Context: an optimization exercise on an open-source flow, tuned for small area, a short achievable clock period and few clock cycles per item. The choices shown serve that exercise and are no tape-out recipe.
Only simulation tests tie the RTL to the original design; equivalence was not proved.

Setup of run A:
Design sin, start of the top module:
module sin (
    input  logic        clk,
    input  logic        rst_n,
    input  logic [15:0] x,
    input  logic        start,
    output logic [15:0] result,
    output logic        done
);
For scale: roughly 1,400 cells after synthesis, ~36 I/O pins, roughly 0.013 sq mm of cells after synthesis.
export LEC_CHECK = 0
export CAP_MARGIN = 20
export CORE_MARGIN = 2
export CORE_UTILIZATION = 50
export CTS_BUF_LIST = sky130_fd_sc_hd__clkbuf_4 sky130_fd_sc_hd__clkbuf_8
export SETUP_SLACK_MARGIN = 4.0
export SLEW_MARGIN = 20
export SYNTH_HIERARCHICAL = 1
export SYNTH_MINIMUM_KEEP_SIZE = 0
create_clock -name core_clock -period 9.5 [get_ports {clk}]
run.sh (not shown) runs the stock make flow with config.mk's settings and CLKGATE_MAP_FILE= SYNTH_SCRIPT=/design/flow/synth_recipe.tcl, a recipe that flattens the netlist after the stock synthesis.
Run A completed; timing, DRC and antenna clean
Testbench counts of run A, summed over its fixed seeds: cycles 1,428, items 384.
For run B, these inputs were changed with respect to run A:
--- a/flow/config.mk
+++ b/flow/config.mk
@@ -8,5 +8,5 @@
 export CAP_MARGIN = 20
 export CORE_MARGIN = 2
-export CORE_UTILIZATION = 50
+export CORE_UTILIZATION = 40
 export CTS_BUF_LIST = sky130_fd_sc_hd__clkbuf_4 sky130_fd_sc_hd__clkbuf_8
 export SETUP_SLACK_MARGIN = 4.0
==> run notes <==
Cell area | run B vs run A | run B smaller
Status: number of pins with negative max-slew slack in the final report parity (run B, run A)
Run A → run B: maximum frequency went down.
Between run A and run B, signed area change from the synthesized netlist to the final layout decreased.
Delay of the slowest cell on the worst path: run B vs run A down 0.04 ns
In the flow results for run B and run A, the portion of the clock cycle consumed by the worst path in the final layout is smaller on run A.
In the metrics for run B and run A, the one carrying the higher final cell count is run B.
What run C does differently from run B at the input level:
--- a/flow/config.mk
+++ b/flow/config.mk
@@ -6,8 +6,8 @@
 export NUM_CORES = 4
 export LEC_CHECK = 0
+export ABC_AREA = 1
 export CAP_MARGIN = 20
 export CORE_MARGIN = 2
 export CORE_UTILIZATION = 40
-export CTS_BUF_LIST = sky130_fd_sc_hd__clkbuf_4 sky130_fd_sc_hd__clkbuf_8
 export SETUP_SLACK_MARGIN = 4.0
 export SLEW_MARGIN = 20
### Flow results
The final reports for run C and run B show slack of the critical path higher in the former. Against run B, number of standard-cell rows in the floorplan in run C rose by a few percent. Run C vs run B: post-synthesis net count up by more than a quarter. Ratio of final minimum period to clock period, run B and run C: lower on run C. In the reports for run B and run C, the smaller non-clock inverter count in the final layout belongs to run B. Run C reports its most common library cell in the layout ignoring fill and taps as sky130_fd_sc_hd__nand2_1 while run B reports sky130_fd_sc_hd__fa_1. Routed wire in run C totals more than in run B. Run C vs run B — maximum number of pins on one net before global-route repair climbed by more than a quarter.
The following lists how run D was set up differently from run C:
--- a/flow/config.mk
+++ b/flow/config.mk
@@ -6,5 +6,4 @@
 export NUM_CORES = 4
 export LEC_CHECK = 0
-export ABC_AREA = 1
 export CAP_MARGIN = 20
 export CORE_MARGIN = 2
## What came out
Run D reports a lower worst setup slack than run C does. The clock-cell share of area of run D is higher than that of run C. Run D: done, clean on timing, DRC and antenna. The clock skew after layout of run D and that of run C are within noise of each other. Going from run C to run D, cell area shrinks by about 9%. Compared with run C, in run D die area went down 0.0039 sq mm, core utilization went up 1.1 points.

== build 59 ==
sin, a different RTL version from the one above (not shown whole).
Size: ~1200 cells after synthesis, ~36 I/O pins, about 0.012 sq mm of cells after synthesis.
clock: 9.5 ns
lec_check: 0
cap_margin: 20
core_margin: 2
core_utilization: 40
setup_slack_margin: 5.0
slew_margin: 20
synth_hierarchical: 1
synth_minimum_keep_size: 0
Build 59: all stages complete, timing, DRC and antenna checks passed
Testbench counts of build 59, summed over its fixed seeds: cycles 1,920, items 384.
[inputs] build 97 vs build 59
Settings: swapping 5.0 for 4.5 in SETUP_SLACK_MARGIN.
[summary]
- Build 97 did not stop at any stage, and its layout met the timing, design-rule and antenna checks.
- Core footprint came out exactly the same in build 59 and build 97.
- Build 97 vs build 59 — number of standard cells in the final layout excluding fillers dropped 58.
- Diff build 59 -> build 97 | number of fill cells in the layout | up by a few percent
- Compared to build 59, build 97 has detailed-route wire length 5.0% lower.
- On non-clock buffer count: between build 59 and build 97, it ends up higher for build 59.
- Compared to build 59, build 97 shows a narrower setup margin.
- Comparing build 59 and build 97, final area is lower on build 97.
- Against build 59, final RePlAce weighted congestion in build 97 fell slightly.
- Vias: build 97 below build 59
--- input diff build 97..build 78 ---
Settings: swapping 4.5 for 3.5 in SETUP_SLACK_MARGIN.
==> comparison <==
- Per the comparison of build 78 with build 97, clock input transition at the sequential cells of the worst setup and hold paths stayed essentially flat; utilization of the core after routing went down by 5.5 points.
- Number of stages on the worst setup path, build 97 and build 78: lower on build 78
- Build 97 -> build 78: sequential cell area decreased by a little under 10%
diff inputs: build 78 => build 5
Settings: changing SETUP_SLACK_MARGIN from 3.5 to 4.0.
Results
- Build 78 → build 5: global-route congestion overflow total essentially unchanged; worst hold slack saw little to no change; non-clock buffer count saw an increase.

afterwards: timing with drivers on the ports:
In the flow no input, the clock included, has a driving cell. The finished layouts below were timed again as built, in two steps. Step 1 assumes that a clkbuf_16 drives the clock port and a buf_2 every other input. Step 2, shift: input delay + t, output delay - t, t = (earliest + latest rising clock arrival at the registers) / 2. This alone moves slack from input paths to output paths. a / b / c = ideal / step 1 / step 2; a / b = the first two.
run | t (ns) | slack for setup (ns) | worst setup path at the end | worst register clock-pin slew, ns
run A | 0.406 | 4.164 / 4.164 / 3.973 | input to register | 0.09 / 0.09
run B | 0.383 | 4.113 / 4.113 / 4.035 | input to register | 0.08 / 0.08
run C | 0.381 | 4.207 / 4.207 / 4.207 | register to register | 0.06 / 0.06
run D | 0.370 | 4.111 / 4.111 / 4.015 | input to register | 0.06 / 0.06
build 59 | 0.369 | 4.500 / 4.500 / 4.500 | register to register | 0.06 / 0.06
build 97 | 0.371 | 4.495 / 4.495 / 4.495 | register to register | 0.06 / 0.06
build 78 | 0.366 | 3.807 / 3.807 / 3.807 | register to register | 0.06 / 0.06
build 5 | 0.367 | 4.183 / 4.183 / 4.183 | register to register | 0.06 / 0.06
After both steps every run listed still meets setup and hold. For run A, which loses most, drivers alone change the setup slack by 0.000 ns; drivers and shift together by -0.191 ns.
